Context: an optimization exercise on an open-source flow, tuned for small area, a short achievable clock period and few clock cycles per item. The choices shown serve that exercise and are no tape-out recipe.
Where RTL was checked, it was by simulation tests only, not by an equivalence proof against the original.
The RTL of run 2 was laid out without a check of its function.

[flow/design.v]
`timescale 1ns / 1ps
module neuron #(
    parameter IN_WIDTH = 4,       
    parameter NUM_INPUTS = 784,
    parameter SHIFT = 6           
)(
    input clk,
    input rst,
    input [IN_WIDTH-1:0] data_in,    
    input [IN_WIDTH-1:0] weight_in,  
    input input_valid,
    output reg [3:0] data_out,       
    output reg out_valid
);
    reg signed [19:0] accumulator;
    reg [31:0] count;
    wire signed [19:0] product = $signed({1'b0, data_in}) * $signed(weight_in);
    wire signed [19:0] normalized_sum = (accumulator + product) >>> SHIFT;
    always @(posedge clk) begin
        if (rst) begin
            accumulator <= 0;
            count <= 0;
            out_valid <= 0;
            data_out <= 0;
        end else if (input_valid) begin
            if (count < NUM_INPUTS - 1) begin
                accumulator <= accumulator + product;
                count <= count + 1;
                out_valid <= 0;
            end else begin
                if (normalized_sum < 0) 
                    data_out <= 4'd0;        
                else if (normalized_sum > 15) 
                    data_out <= 4'd15;       
                else 
                    data_out <= normalized_sum[3:0];
                out_valid <= 1;
                count <= 0;
                accumulator <= 0;
            end
        end else begin
            out_valid <= 0;
        end
    end
endmodule
`timescale 1ns / 1ps
module nn_layer #(
    parameter NUM_INPUTS = 784,
    parameter NUM_NEURONS = 128,
    parameter SHIFT = 6
)(
    input clk,
    input rst,
    input [3:0] data_in,
    input input_valid,
    input [NUM_NEURONS*4-1:0] weights_in,  
    output [NUM_NEURONS-1:0] out_valids,
    output [NUM_NEURONS*4-1:0] layer_out  
);
    genvar i;
    generate
        for (i = 0; i < NUM_NEURONS; i = i + 1) begin : neuron_block
            neuron #(
                .IN_WIDTH(4), 
                .NUM_INPUTS(NUM_INPUTS), 
                .SHIFT(SHIFT)
            ) n_inst (
                .clk(clk), 
                .rst(rst), 
                .data_in(data_in), 
                .weight_in(weights_in[i*4 +: 4]), 
                .input_valid(input_valid), 
                .data_out(layer_out[i*4 +: 4]), 
                .out_valid(out_valids[i])
            );
        end
    endgenerate
endmodule
`timescale 1ns / 1ps
module weight_rom_l2 (
    input clk,
    input [6:0] addr,
    output reg [32*4-1:0] q
);
    reg [32*4-1:0] mem [0:127];
    initial begin
        $readmemh("layer_2_weights.hex", mem);
    end
    always @(posedge clk) begin
        q <= mem[addr];
    end
endmodule
`timescale 1ns / 1ps
module weight_rom_l3 (
    input clk,
    input [4:0] addr,
    output reg [10*4-1:0] q
);
    reg [10*4-1:0] mem [0:31];
    initial begin
        $readmemh("layer_3_weights.hex", mem);
    end
    always @(posedge clk) begin
        q <= mem[addr];
    end
endmodule
`timescale 1ns / 1ps
module argmax_unit (
    input clk,
    input rst,
    input in_valid,
    input [10*4-1:0] neuron_outputs,
    output reg [3:0] prediction,
    output reg out_valid
);
    reg [3:0] max_val;
    reg [3:0] best;
    integer i;
    always @(*) begin
        max_val = 4'd0;
        best = 4'd0;
        for (i = 0; i < 10; i = i + 1) begin
            if (neuron_outputs[i*4 +: 4] > max_val) begin
                max_val = neuron_outputs[i*4 +: 4];
                best = i[3:0];
            end
        end
    end
    always @(posedge clk) begin
        if (rst) begin
            prediction <= 0;
            out_valid <= 0;
        end else if (in_valid) begin
            prediction <= best;
            out_valid <= 1;
        end else begin
            out_valid <= 0;
        end
    end
endmodule
`timescale 1ns / 1ps
module global_controller (
    input clk,
    input rst,
    input start_network,
    input l2_done,
    input l3_done,
    output reg [6:0] current_addr,
    output reg l2_run,
    output reg l3_run
);
    localparam IDLE   = 3'b000;
    localparam LAYER2 = 3'b001;
    localparam WAIT2  = 3'b010;
    localparam LAYER3 = 3'b011;
    localparam WAIT3  = 3'b100;
    reg [2:0] state;
    always @(posedge clk) begin
        if (rst) begin
            state <= IDLE; current_addr <= 0;
            l2_run <= 0; l3_run <= 0;
        end else begin
            l2_run <= (state == LAYER2);
            l3_run <= (state == LAYER3);
            case (state)
                IDLE: begin
                    if (start_network) begin
                        state <= LAYER2;
                        current_addr <= 0;
                    end
                end
                LAYER2: begin
                    current_addr <= current_addr + 1;
                    if (current_addr == 127) state <= WAIT2;
                end
                WAIT2: begin
                    if (l2_done) begin
                        state <= LAYER3; current_addr <= 0;
                    end
                end
                LAYER3: begin
                    current_addr <= current_addr + 1;
                    if (current_addr == 31) state <= WAIT3;
                end
                WAIT3: begin
                    if (l3_done) state <= IDLE;
                end
                default: state <= IDLE;
            endcase
        end
    end
endmodule
`timescale 1ns / 1ps
module mnist_head (
    input clk,
    input rst,
    input start,
    output [6:0] act_addr,
    input [3:0] act_data,
    output [3:0] predicted_class,
    output [39:0] logits,
    output [127:0] hidden,
    output done
);
    wire [6:0] internal_addr;
    wire l2_run, l3_run;
    wire [31:0] l2_valids; wire [9:0] l3_valids;
    wire [32*4-1:0] l2_bus; wire [10*4-1:0] l3_bus;
    wire [32*4-1:0] l2_w; wire [10*4-1:0] l3_w;
    reg [3:0] l3_data;
    wire am_done;
    global_controller ctrl (
        .clk(clk), .rst(rst), .start_network(start),
        .l2_done(l2_valids[0]), .l3_done(l3_valids[0]),
        .current_addr(internal_addr), .l2_run(l2_run), .l3_run(l3_run)
    );
    assign act_addr = internal_addr;
    weight_rom_l2 w2 (.clk(clk), .addr(internal_addr), .q(l2_w));
    weight_rom_l3 w3 (.clk(clk), .addr(internal_addr[4:0]), .q(l3_w));
    always @(posedge clk) l3_data <= l2_bus[internal_addr[4:0]*4 +: 4];
    nn_layer #(.NUM_INPUTS(128), .NUM_NEURONS(32), .SHIFT(6)) L2 (
        .clk(clk), .rst(rst), .data_in(act_data), .input_valid(l2_run),
        .weights_in(l2_w), .out_valids(l2_valids), .layer_out(l2_bus)
    );
    nn_layer #(.NUM_INPUTS(32), .NUM_NEURONS(10), .SHIFT(6)) L3 (
        .clk(clk), .rst(rst), .data_in(l3_data), .input_valid(l3_run),
        .weights_in(l3_w), .out_valids(l3_valids), .layer_out(l3_bus)
    );
    argmax_unit am (
        .clk(clk), .rst(rst), .in_valid(l3_valids[0]),
        .neuron_outputs(l3_bus), .prediction(predicted_class), .out_valid(am_done)
    );
    assign done = am_done;
    assign logits = l3_bus;
    assign hidden = l2_bus;
endmodule
[flow/layer_2_weights.hex]
12222f21f10f1000f0fff000e0000ff0
101100010210f011010000010e000000
102cfd51f2ef2d02043ff2ee2e2d01f1
10f101001d002fee0f0003122311e00f
1f01101001000f00f0101f1111f1e110
121133f2f1e1200000d110e2f0e1200f
ec0ff2e0100f01f40e30f02c3013f114
000000f010101f0f0100ff0f00100000
32f123f00f012efe01c00ff203df111f
11f30f11101eff2d11001ff1f0eef210
0f0f00001010000f00000ff0f000f001
00f100ef1020f120100f1f000f102022
f101000210f000f01f1f10f001102f12
100e21fe0123122ff0e011fff0013f0f
00f10f0f1012f12ef201121ff2101f1f
11011010001f0000ff1f11111110f110
1f00011f0110101fff1001101001f0f1
010111022efe0fe10f0f1e0101011102
1f1e0200f1211011f01fef000e11f100
121e1f301021210e02f01201d20f1dee
10011111010ff000001000011100e110
0fff1f10f120112ff10f11f1f0012ff0
121120011ff121f000000f0010001011
2ee020fff2fe0ef1f02f110032021201
f1012012010f0001ff1f01100f110f01
e0fefd001012123202101f1c1e2e3f00
020f2f21000221ff11f00100f1010e0e
01021101010100f0010ff00101f0f000
f1211001f11001100000ff10ff010001
1110220002f11f00f1f0010100f10010
ff0ff2fff1210110fe10ff011103c2e2
e3020e141e1f012e12112102d02dfdef
1110f021f2000010010f001010ff1100
0f000f10f200ff110000ff00ff01f100
1ff01f2ff31f1000f01f0001f101f0d0
111ff220f00ff000f000e0100201c2f1
f21200110001f1f011d0100101f0001f
211f111ff101100101f0f10012f1e100
120101010101f00002ffff1001ff1200
2f0102df1f31f12e1f0ffffe10310113
e3110f241dfc2fc0fe10032f030ffef1
01111100010f0000f01f01101111f101
00011f11100f01000010101f111001f1
1f001f20010e1ff1f010011001f0f110
0f0eee1f00110121012fff1e1e3001f2
010ff0002e3112200000020f02202eff
0f01f0f01f10f000001010000f1000f2
11000101f1f00000000010ff0110f010
f22db3de2c141502020ff31d405f2010
20ff110f01010f00f110100111001110
21f0f1001020f13d010f0fe0ef1f0000
e21110233dff11e00f212212101ffd00
22200021f1002ff101e0e01ff1fff11f
00111100011f10010000101001001100
11f110f01100ff11110f0f0f10011211
e113f0f22e0f01f10f00f12e11001021
12d220f02000ff0d02e02102e1eff02f
0f1f1f2ff2001f010010f00ff00110f0
110fe20ffe30111f0f1fe1000130f1f1
0ffdd3cd3e321432101020f11f521011
ff01ef002f0f00010110122f20011100
100f001f02f00ef001ff011011e0011f
1001de2f003df12d0ff0eee0d020e0c1
d14d0f32ffe232e30010020e1f314ee1
2ee013ee01f110e10e00f00021e23322
d111ff021e12020f00f1112f1f2f1e20
32ef42f01df250dfff0122d7e1210eff
1f001f11f10f1f100f0f10001f01f0f1
c02f0d32e3e000030110013e2e2f2f00
0e10fe00010dfe020f2ffe1e1f02f103
d13df211fcb15fd20f41f42f30401ff2
1003e0ef1e51c3300ee0ed1fff110123
f0110d3310fc0fe0ff2f1110001fe0f1
d03eff41f1d020e3f12ff24c312001ff
22202011e2100fff02ef0000e0e0f010
2fbf02ed2f21002d002011f30221f00f
42ee101f03100f1f13f11fe3e0fe010e
f0010f010f01f101f00f1f010f010001
f00000f00000000f00f1f00101000ff0
0101201211f010f100101f0100111f00
0011ff11f010e11101000f01ff001f00
0cfe04dd12120003ff201f103e032001
e2000f121f01120100f0111f00001f1f
1dbdf4dd311333110f1030f122234eee
010200f110000111f00f101101000011
120310001f01f0fff0e0ff100201f120
0f0f0001f00000110f000f00000f0100
0f10000ff001000f000001010ff1ff10
11011101000f0f00001f1000101ff101
f1011f11110101110010111f10010000
00f0ff111001f11000100100f0000000
f002f1f22ef010e00f11001011111111
1001f11011000f0f000f0f00110ff211
1f000011010f0001ff0fff0f0100e1f1
00022001100f11010f00101101010f01
f1010f010100e111f1f1ff010e1f0011
02f4f00f3e21e00d0ff1002003f0f10f
00fffd1f02f0f010f12f21001f0f20ff
f0ff001100001000000010f000000000
001ef11ff10f1f01f110022022ff0200
e102000111010110000f001010000f10
fef0f1ef012212120f1fff1c2f212012
011ff0f0f00000f0010111010ff010f0
f11120010000f110000f1f01f0110e11
2000e0ff0120f03e1210f0eef01f11f2
1110111002f00f1002f0f0110f1ff121
0101f10f011ff110001ff000f1f0f101
01ff0000f0100020f110011d00102111
1f03f1e00132e23000e0ed10eef20020
22ee23e02d0242fd00e021e301111e1f
21f212f0f111e11f11df1d01e0fff12f
1101011f011ff011001001001101e011
d12fed4210fe20f1f120f24f001ee0f0
10ff002fef2f101eff1021f2f120f0d1
101cf01ff1332330f200f0fff0202eef
f102ef001d0f01e0f000000f22102011
10111011f2f100f001fff00101f1e110
00b0e1be6d32c33ef11032112110f01f
320fe20e0f31f22d0001e0d0e02ff200
222f2110e1f12ff100f001f01100111f
0f10001000ff11010f10000f0f001f00
0100ff0110f0f000f01f1f1010001110
1f111001f11f0f000f101f021f00e1f1
021100110f0010000010010f22000101
301f030fe00022ee0ef001d4e405ffb0
100f230f10f120e0101022f132001000
1f00ff2f0100f0000ff0f1100101e1ff
000ff0110010100100f00000f0f00000
[flow/layer_3_weights.hex]
220122e1fe
f22ebdee1f
e1d2eee01e
c0702de1fc
d1dd11d302
1c2233cf0f
f0dfff223d
d2f111fc3c
9e4c0f23ff
02ce011c11
efef303e39
d03d013eef
0ff0e2e0fe
efe111fdcc
0013fb2e12
1220f10ff1
020030cdf2
1d23d2f0e3
0b2c12c022
dc0f4d1131
ef3d0dd042
1d01d3f102
e1d2fef0c3
0f2dd32e2b
311c2f1ece
2fc12d3fe1
cf2e0fd34a
d21f1c23d1
330cc111de
31ee3be0e0
3f2afd2f0e
ee02dcf30f
[flow/run.sh]
#!/bin/bash
# synth_recipe.tcl (not shown) runs the flow's synth.tcl, then flattens the netlist and writes it again
# the make line also repeats each setting of config.mk as NAME=value (left out here)
make -C /OpenROAD-flow-scripts/flow DESIGN_CONFIG=/design/flow/config.mk WORK_HOME=/design/flow/orfs CLKGATE_MAP_FILE= SYNTH_SCRIPT=/design/flow/synth_recipe.tcl finish
[flow/config.mk]
export PLATFORM = sky130hd
export DESIGN_NAME = mnist_head
export DESIGN_NICKNAME = mnist_head
export VERILOG_FILES = /design/flow/design.v
export SDC_FILE = /design/flow/constraint.sdc
export NUM_CORES = 4
export LEC_CHECK = 0
export CAP_MARGIN = 35
export CORE_MARGIN = 2
export CORE_UTILIZATION = 40
export SLEW_MARGIN = 20
export SYNTH_MEMORY_MAX_BITS = 32768
[flow/constraint.sdc]
create_clock -name core_clock -period 12.5 [get_ports {clk}]
set_input_delay 2.5000 -clock core_clock [delete_from_list [all_inputs] [get_ports {clk}]]
set_output_delay 2.5000 -clock core_clock [all_outputs]
set_load 0.01 [all_outputs]
==> results of run 1 <==
## final cells by class
class                      instances  area [sq um]
clock buffer                     443          8790
tap                             5474          6850
inverter                        1578          5940
antenna                           25          62.6
fill                           40900        227000
timing repair buffer             696          6060
clock inverter                   109          1380
sequential                      2532         50700
multi-input combinational      14800        107000
## worst min path at each step
| stage | to | slack, ns | depth (start not counted) |
|---|---|---|---|
| finish | L2.neuron_block[29].n_inst.accumulator[6]$_SDFFE_PP0P_ | 0.46 | 2 |
| global route | L3.neuron_block[9].n_inst.accumulator[3]$_SDFFE_PP0P_ | 0.47 | 2 |
| CTS | L3.neuron_block[9].n_inst.accumulator[3]$_SDFFE_PP0P_ | 0.46 | 2 |
| detailed placement | L2.neuron_block[13].n_inst.accumulator[3]$_SDFFE_PP0P_ | 0.45 | 2 |
| global placement | L2.neuron_block[0].n_inst.accumulator[0]$_SDFFE_PP0P_ | 0.44 | 2 |
| floorplan | L2.neuron_block[0].n_inst.accumulator[0]$_SDFFE_PP0P_ | 0.44 | 2 |
## cell usage in the layout (no fill, tap or decap), drive strengths merged, types with 131 or more instances in the layout
| cell type | Yosys | layout |
|---|---|---|
| nor2 | 2673 | 2673 |
| dfxtp | 2532 | 2532 |
| ha | 2236 | 2236 |
| a21oi | 1703 | 1703 |
| inv | 1574 | 1592 |
| nand2 | 1209 | 1209 |
| xnor2 | 740 | 740 |
| nand3 | 577 | 577 |
| a22oi | 537 | 537 |
| buf | 81 | 508 |
| fa | 462 | 462 |
| clkbuf | 775 | 449 |
| o21bai | 445 | 445 |
| a31oi | 416 | 416 |
| xor2 | 413 | 413 |
| o21ai | 410 | 410 |
| and2 | 349 | 349 |
| and3 | 346 | 346 |
| nor3 | 281 | 281 |
| nor4 | 266 | 266 |
| a21o | 191 | 191 |
| nand4 | 186 | 186 |
| clkdlybuf4s50 | 0 | 181 |
| nand2b | 181 | 181 |
| o22ai | 180 | 180 |
| a41oi | 131 | 131 |
## layer usage
| metal | global-route usage [%] | share of wire, % |
|---|---|---|
| met1 | 35.1 | 44 |
| met2 | 41.3 | 42 |
| met3 | 7.13 | 7.6 |
| met4 | 12.8 | 5.6 |
| met5 | 0.0453 | 0.023 |
## worst max-delay path: cells and delay by family (launching register included)
| family | cells | cell delay, ns |
|---|---|---|
| adder cells (fa/ha/maj) | 9 | 2.26 |
| flip-flops | 1 | 0.32 |
| multiplexers | 8 | 2.23 |
| AND/OR/NAND/NOR | 13 | 1.61 |
| buffers and inverters | 9 | 1.11 |
| AO/OA/AOI/OAI | 25 | 4.25 |
## what timing repair did
action | in CTS | in global routing
hold endpoints to repair | 0 | 0
gates cloned | 0 | 0
resized for setup | 1 | 40
pin swaps | 0 | 18
setup endpoints to repair | 1 | 4
setup buffers | 0 | 4
## sequential cells by signal (all words and copies together), names as in the netlist, 3 cells and up
| signal | cells |
|---|---|
| L2.neuron_block.n_inst.accumulator | 640 |
| L2.neuron_block.n_inst.count | 1024 |
| L2.neuron_block.n_inst.data_out | 128 |
| L3.neuron_block.n_inst.accumulator | 200 |
| L3.neuron_block.n_inst.count | 320 |
| L3.neuron_block.n_inst.data_out | 40 |
| am.prediction | 4 |
| ctrl.current_addr | 7 |
| ctrl.state | 3 |
| l3_data | 4 |
| w2.q | 119 |
| w3.q | 38 |
## logic make-up (layout without fill, tap and decap cells)
logic type	count (synthesis)	count (layout)	synth area share (%)
other cells	0	25	0
xor+xnor	1153	1153	6.06
fa+ha+maj	2701	2701	22.4
buf+inv	2434	2826	5.49
flops	2532	2532	30.4
compound gates	4513	4513	17.2
mux	71	71	0.759
simple gates	6385	6385	17.7
## per-stage QoR
step | setup TNS [ns] | cell area, sq um | std cells
floorplan | 0 | 167000 | 19800
global placement | -0.0686 | 176000 | 25000
detailed placement | 0 | 176000 | 25100
CTS | 0 | 187000 | 25600
global route | -0.332 | 187000 | 25700
finish | 0 | 187000 | 25700
==> results.yml, run 1 <==
clocking:
  numClockSinks: 2532
  cts_made_buffers: 308
  clk_pin_slew_ns: 0.06
  cts_hold_buf: 0
  clock_latency_ns: 0.97
  cts_root_buf: "clkbuf_16"
  cts_tree: "built"
  clk_path_buf_depth: 4
  cts_max_level: 5
critical_path:
  critPathLaunchType: "flip-flop"
  cp_data_required_time_ns: 13.33
  crit_type: "flip-flop to flip-flop"
  arrival_ns: 12.74
  cp_slowest_cell: "a2111oi_0"
  cpPeakStageDelay_ns: 0.56
  r2r_slack_ns: 0.59
  crit_top_cell: "ha_1"
  crit_fanout: 5
  reg2reg_from: "L3.neuron_block[0].n_inst.data_out[1]$_SDFFE_PP0P_"
  setup.worst_path.start: "L3.neuron_block[0].n_inst.data_out[1]$_SDFFE_PP0P_"
  reg2regPathDepth: 64
  critPathCaptureType: "flip-flop"
  critPathCapture: "am.prediction[0]$_SDFFE_PP0P_"
  rr_endpoint: "am.prediction[0]$_SDFFE_PP0P_"
routing:
  ant_nets: 0
  first_pass_iters: 8
  first_iter_violations: 10900
  vias: 144000
  wl_per_cell_um: 22.8
  post-route-drc-count: 0
  vias_per_cell: 5.62
  routed_wl_um: 586000
synth:
  synth_top_cells_by_area: "dfxtp_1, ha_1, nor2_1"
  synth_top_cell_area_share_pct: 30.4
  ys_seq_area_share_pct: 30.4
  synth-seq-cells: 2532
  avgSynthCellArea_sq_um: 8.42
  synth_edf_count: 0
  synth_warnings: 7
  synth_area_sq_mm: 0.167
  ys_top_cells_by_count: "nor2_1, dfxtp_1, ha_1"
  synthCells: 19800
  synth_most_common_cell: "nor2_1"
  yosysTopAreaCell: "dfxtp_1"
  ys_types: 92
  ys.flop_type: "dfxtp_1"
  synthesis.nets: 22500
  async_flop_share_pct: 0
finish:
  layout-drive-gt1-share_pct: 6.20
  area_growth_pct: 12.5
  fin_nets: 22600
  postLayoutCoreUtil_pct: 45.2
timing:
  slew_violations: 0
  fin_crit_ns: 11.91
  clock_skew_ns: 0.0462
  finalSetupViolCount: 0
  fmax_mhz: 84.0
  tightest_slew_ns: 1.21
  finalCritPeriodShare_pct: 95.3
  whs_ns: 0.460
  slew_headroom_pct: 19.5
  fin_ws_ns: 0.591
  hold_violations: 0
floorplan:
  core_sq_mm: 0.414
  fp.dieH_um: 649
  rows: 236
  die_w_um: 649
  dieArea_sq_mm: 0.422
  initial_core_util_pct: 40.2
  ioPinCount: 187
global_route:
  grt_usage_pct: 26.9
  grt_pass1_wl_um: 880000
  grt_pass1_vias: 140000
  antenna_found_initial: 52
  grt_max_degree: 141
  overflow: 0
placement:
  dp_hpwl_um: 425000
  dp_slack_ns: 0.0304
  numPortBuffers: 186
  place_congestion: 1.12
status:
  status: "timing/DRC/antenna clean"
run:
  max-cap-violations: 0
min_path:
  hold_start: "L2.neuron_block[29].n_inst.accumulator[6]$_SDFFE_PP0P_"
  hp-class: "flip-flop to flip-flop"
Testbench counts, summed over its fixed seeds: cycles 52,808, inferences 320.
==> run 2: changes to the inputs <==
==> flow/design.v (replaced) <==
`timescale 1ns / 1ps
module neuron (
    input clk,
    input [3:0] a,           
    input [3:0] w,           
    input first,             
    input run,
    input fin,
    output [3:0] h,          
    output [3:0] q           
);
    reg signed [11:0] acc;
    wire signed [8:0] prod = $signed({1'b0, a}) * $signed(w);
    wire signed [11:0] base = first ? 12'sd0 : acc;
    wire signed [11:0] sum = base + prod;
    assign q = acc[9:6];
    assign h = acc[11] ? 4'd0 : (acc[10] ? 4'd15 : acc[9:6]);
    always @(posedge clk) begin
        if (run) acc <= sum;
        else if (fin) acc[9:6] <= h;
    end
endmodule
`timescale 1ns / 1ps
module nn_layer (
    input clk,
    input [3:0] x0, x1,      
    input [3:0] w0, w1,      
    input first,
    input run,
    input fin,
    output [3:0] o,
    output [3:0] q
);
    reg signed [10:0] acc;
    wire signed [8:0] p0 = $signed({1'b0, x0}) * $signed(w0);
    wire signed [8:0] p1 = $signed({1'b0, x1}) * $signed(w1);
    wire signed [10:0] base = first ? 11'sd0 : acc;
    wire signed [10:0] sum = base + p0 + p1;
    assign q = acc[9:6];
    assign o = acc[10] ? 4'd0 : acc[9:6];
    always @(posedge clk) begin
        if (run) acc <= sum;
        else if (fin) acc[9:6] <= o;
    end
endmodule
`timescale 1ns / 1ps
module weight_rom_l2 (
    input clk,
    input [6:0] addr,
    output reg [32*4-1:0] q
);
    reg [32*4-1:0] mem [0:127];
    initial begin
        $readmemh("layer_2_weights.hex", mem);
    end
    wire [6:0] ra = addr - 7'd1;
    always @(posedge clk) begin
        q <= mem[ra];
    end
endmodule
`timescale 1ns / 1ps
module weight_rom_l3 (
    input [4:0] addr,
    output [10*4-1:0] q
);
    reg [10*4-1:0] mem [0:31];
    initial begin
        $readmemh("layer_3_weights.hex", mem);
    end
    assign q = mem[addr];
endmodule
`timescale 1ns / 1ps
module argmax_unit (
    input [10*4-1:0] v,
    output [3:0] idx
);
    function [7:0] pick;   
        input [7:0] a;     
        input [7:0] b;     
        pick = (b[7:4] > a[7:4]) ? b : a;
    endfunction
    wire [7:0] l0 [0:9];
    genvar i;
    generate
        for (i = 0; i < 10; i = i + 1) begin : g
            assign l0[i] = {v[i*4 +: 4], i[3:0]};
        end
    endgenerate
    wire [7:0] a01 = pick(l0[0], l0[1]);
    wire [7:0] a23 = pick(l0[2], l0[3]);
    wire [7:0] a45 = pick(l0[4], l0[5]);
    wire [7:0] a67 = pick(l0[6], l0[7]);
    wire [7:0] a89 = pick(l0[8], l0[9]);
    wire [7:0] a03 = pick(a01, a23);
    wire [7:0] a47 = pick(a45, a67);
    wire [7:0] a07 = pick(a03, a47);
    wire [7:0] a09 = pick(a07, a89);
    assign idx = a09[3:0];
endmodule
`timescale 1ns / 1ps
module global_controller (
    input clk,
    input rst,
    input start,
    output reg [6:0] addr,
    output reg l2_first,
    output reg l2_run,
    output reg l2_fin,
    output reg [3:0] grp,      
    output reg l3_first,
    output reg l3_run,
    output reg l3_fin,
    output reg done
);
    reg rd1;       
    reg f1;        
    reg sel;       
    always @(posedge clk) begin
        if (rst) begin
            addr <= 7'd0;
            rd1 <= 1'b0; f1 <= 1'b0;
            l2_first <= 1'b0; l2_run <= 1'b0; l2_fin <= 1'b0;
            sel <= 1'b0; grp <= 4'd0;
            l3_first <= 1'b0; l3_run <= 1'b0; l3_fin <= 1'b0;
            done <= 1'b0;
        end else begin
            if (start || addr != 7'd0) addr <= addr + 7'd1;
            rd1 <= start || addr != 7'd0;
            f1 <= start;
            l2_run <= rd1;
            l2_first <= f1;
            l2_fin <= l2_run && !rd1;
            if (l2_run && !rd1) begin
                sel <= 1'b1;
                grp <= 4'd0;
            end else if (sel) begin
                grp <= grp + 4'd1;
                if (grp == 4'd15) sel <= 1'b0;
            end
            l3_run <= sel;
            l3_first <= sel && grp == 4'd0;
            l3_fin <= l3_run && !sel;
            done <= l3_fin;
        end
    end
endmodule
`timescale 1ns / 1ps
module mnist_head (
    input clk,
    input rst,
    input start,
    output [6:0] act_addr,
    input [3:0] act_data,
    output [3:0] predicted_class,
    output [39:0] logits,
    output [127:0] hidden,
    output done
);
    wire l2_first, l2_run, l2_fin, l3_first, l3_run, l3_fin;
    wire [3:0] grp;
    global_controller ctrl (
        .clk(clk), .rst(rst), .start(start), .addr(act_addr),
        .l2_first(l2_first), .l2_run(l2_run), .l2_fin(l2_fin),
        .grp(grp), .l3_first(l3_first), .l3_run(l3_run), .l3_fin(l3_fin),
        .done(done)
    );
    reg [3:0] a_q;
    always @(posedge clk) a_q <= act_data;
    wire [32*4-1:0] w2;
    weight_rom_l2 w2rom (.clk(clk), .addr(act_addr), .q(w2));
    wire [32*4-1:0] h2;
    genvar n;
    generate
        for (n = 0; n < 32; n = n + 1) begin : l2
            neuron u (
                .clk(clk), .a(a_q), .w(w2[n*4 +: 4]),
                .first(l2_first), .run(l2_run), .fin(l2_fin),
                .h(h2[n*4 +: 4]), .q(hidden[n*4 +: 4])
            );
        end
    endgenerate
    reg [3:0] x0_q, x1_q;
    reg [3:0] k_q;
    always @(posedge clk) begin
        x0_q <= h2[{grp, 1'b0}*4 +: 4];
        x1_q <= h2[{grp, 1'b1}*4 +: 4];
        k_q <= grp;
    end
    wire [10*4-1:0] w3a, w3b;
    weight_rom_l3 w3r0 (.addr({k_q, 1'b0}), .q(w3a));
    weight_rom_l3 w3r1 (.addr({k_q, 1'b1}), .q(w3b));
    wire [10*4-1:0] o3;
    genvar m;
    generate
        for (m = 0; m < 10; m = m + 1) begin : l3
            nn_layer u (
                .clk(clk), .x0(x0_q), .x1(x1_q),
                .w0(w3a[m*4 +: 4]), .w1(w3b[m*4 +: 4]),
                .first(l3_first), .run(l3_run), .fin(l3_fin),
                .o(o3[m*4 +: 4]), .q(logits[m*4 +: 4])
            );
        end
    endgenerate
    wire [3:0] best;
    argmax_unit am (.v(o3), .idx(best));
    reg [3:0] cls;
    always @(posedge clk) if (l3_fin) cls <= best;
    assign predicted_class = cls;
endmodule
==> run 2 against run 1 <==
  * Via count decreased by 47%
  * Synthesized cell count shrank 49%
  * Utilization decreased by 1.2 points
  * Critical path depth fell by 31
  * Maximum frequency increased by 79%
==> results.yml, run 2 <==
status:
  status: "timing/DRC/antenna clean"
floorplan:
  die_w_um: 478
  rows: 173
  fp.dieH_um: 478
  dieArea_sq_mm: 0.228
  initial_core_util_pct: 40.3
  ioPinCount: 187
  core_sq_mm: 0.223
finish:
  final_cell_mix: "ha_1, inv_1, nand2_1, a21oi_1, nor2_1"
  area_growth_pct: 9.32
  largest_reg_flops: 384
  layout_commonest_cell: "ha_1"
  fin_nets: 12000
  largest-register: "l2.u.acc"
  reg_top3: "l2.u.acc x384, w2rom.q x119, l3.u.acc x110"
  layout-drive-gt1-share_pct: 6.25
  final.fill_count: 21700
clocking:
  cts_root_buf: "clkbuf_16"
  numClockSinks: 721
  cts_made_buffers: 102
  cts_hold_buf: 0
  cts_setup_buffers: 0
  clk_path_buf_depth: 3
  cts_resized: 0
  clk_pin_slew_ns: 0.06
  cts_max_level: 3
  cts_tree: "built"
  clock_latency_ns: 0.79
routing:
  vias: 76400
  first_iter_violations: 7564
  post-route-drc-count: 0
  vias_per_cell: 5.85
  first_pass_iters: 6
  ant_nets: 0
  routed_wl_um: 403000
  wl_per_cell_um: 30.9
synth:
  async_flop_share_pct: 0
  yosysTopAreaCell: "ha_1"
  ys_types: 87
  synth_area_sq_mm: 0.0898
  ys_top_cells_by_count: "ha_1, inv_1, nand2_1"
  ys.flop_type: "edfxtp_1"
  synthesis.nets: 12100
  synth_edf_count: 498
  synth_most_common_cell: "ha_1"
  synth_top_cell_area_share_pct: 18.8
  synthCells: 10100
  synth-seq-cells: 721
  synth_top_cells_by_area: "ha_1, edfxtp_1, fa_1"
  synth_warnings: 7
  ys_seq_area_share_pct: 21.6
  avgSynthCellArea_sq_um: 8.88
placement:
  numPortBuffers: 186
  place_congestion: 1.10
  dp_hpwl_um: 303000
critical_path:
  rr_endpoint: "cls[0]$_DFFE_PP_"
  r2r_slack_ns: 5.85
  reg2regPathDepth: 33
  reg2reg_from: "l3[4].u.acc[10]$_DFFE_PP_"
  cp_slowest_cell: "a31oi_1"
  cp_data_required_time_ns: 13.01
  cpPeakStageDelay_ns: 0.50
  critPathLaunchType: "flip-flop"
  critPathCaptureType: "flip-flop"
  crit_top_cell: "a21oi_1"
  arrival_ns: 7.16
  crit_type: "flip-flop to flip-flop"
  crit_fanout: 10
timing:
  finalSetupViolCount: 0
  slew_headroom_pct: 16.9
  fmax_mhz: 150
  tightest_slew_ns: 1.25
  rsz0062_at_grt: "no"
  clock_skew_ns: 0.0531
  totalNegativeSetupSlack_ns: 0
  hold_violations: 0
  finalCritPeriodShare_pct: 53.2
  slew_violations: 0
  fin_crit_ns: 6.65
global_route:
  grt_pass1_vias: 76700
  grt_pass1_wl_um: 572000
  overflow: 0
  antenna_found_initial: 59
  grt_usage_pct: 34.9
  grt_max_degree: 138
run:
  max-cap-violations: 0
min_path:
  holdPathStages: 1
  hold_start: "ctrl.rd1$_SDFF_PP0_"
  hp-class: "flip-flop to flip-flop"
  min_to: "ctrl.l2_run$_SDFF_PP0_"
==> run 2: cell count changes after synthesis, moves of 338 or more <==
cell and change:
nor2_1 -2005, a22oi_1 -524, a21oi_1 -1026, and3_1 -338
inv_1 -413, ha_1 -887, edfxtp_1 +498, nor2b_1 +400
xnor2_1 -352, nand2_1 -503, dfxtp_1 -2309, clkbuf_1 -400
nand3_1 -479
==> run 2: logic make-up after synthesis <==
family | count (synthesis) | share of synthesized area (%)
AND/OR/NAND/NOR | 2843 | 15.8
AO/OA/AOI/OAI | 2083 | 14.5
adder cells (fa/ha/maj) | 1987 | 33.0
buffers and inverters | 1845 | 8.51
flip-flops | 721 | 21.6
XOR/XNOR | 516 | 5.04
multiplexers | 113 | 1.51
==> run 2: per-layer routing <==
layer	GRT usage (%)	vias up	routed length, um
li1	-	33800	-
met1	45.2	38200	168000
met2	52.2	3348	171000
met3	8.74	1046	34200
met4	20.9	42	29900
met5	0	-	278
==> run 2: through the flow <==
step | std cells | worst slack [ns] | area, sq um | hold slack (ns) | util, %
floorplan | 10100 | 3.59 | 89800 | 0.414 | -
global placement | 12800 | 5.61 | 94100 | 0.443 | 42.3
detailed placement | 12800 | 5.94 | 94600 | 0.448 | 42.5
CTS | 13000 | 5.93 | 97900 | 0.474 | 44.0
global route | 13000 | 5.30 | 98100 | 0.484 | 44.0
finish | 13100 | 5.85 | 98100 | 0.485 | 44.1
==> run 2: worst max-delay path: cells and delay by family (launching register included) <==
family | cells | cell delay, ns
and+or+nand+nor | 11 | 1.36
muxes | 1 | 0.38
buffers and inverters | 1 | 0.06
DFF | 1 | 0.43
AOI/OAI and AO/OA | 16 | 3.06
adders and majority gates | 4 | 1.10
==> run 2: area by class of cell <==
cell class / count / area, sq um / area share [%]
Antenna cell: 20 / 50.0 / 0.0510
Sequential cell: 721 / 19500 / 19.8
Tap cell: 2975 / 3720 / 3.79
Inverter: 1162 / 4360 / 4.45
Multi-Input combinational cell: 7542 / 63100 / 64.3
Timing Repair Buffer: 450 / 4110 / 4.19
Clock inverter: 49 / 483 / 0.492
Clock buffer: 141 / 2830 / 2.89
==> run 2: how the worst max path moves through the flow <==
stage	from	to	slack (ns)	depth (start not counted)
floorplan	ctrl.l2_run$_SDFF_PP0_	l2[0].u.acc[6]$_DFFE_PP_	3.59	4
global placement	l3[4].u.acc[10]$_DFFE_PP_	cls[0]$_DFFE_PP_	5.61	33
detailed placement	l3[4].u.acc[10]$_DFFE_PP_	cls[0]$_DFFE_PP_	5.94	33
CTS	l3[4].u.acc[10]$_DFFE_PP_	cls[0]$_DFFE_PP_	5.93	33
global route	l3[4].u.acc[10]$_DFFE_PP_	cls[0]$_DFFE_PP_	5.30	33
finish	l3[4].u.acc[10]$_DFFE_PP_	cls[0]$_DFFE_PP_	5.85	33

==> afterwards: timing with drivers on the ports <==
How much do the figures lean on ideal ports? The routed layouts below were timed once more, with nothing changed but the port constraints. Step 1: set_driving_cell puts a clkbuf_16 on clk and a buf_2 on each other input, an assumption about the parent block. Step 2 moves the port delays by t, midway between the first and last clock arrival at a register: inputs arrive t later, outputs are due t later. That takes back most of the time a late clock gives input paths. Three values: ideal, step 1, step 2; two values: the first two.
run | t, ns | setup WS [ns] | worst setup path at the end
run 1 | 1.059 | 0.591 / 0.591 / 0.591 | register to register
run 2 | 0.873 | 5.850 / 5.850 / 5.850 | register to register
After both steps setup and hold are still met in every run listed.
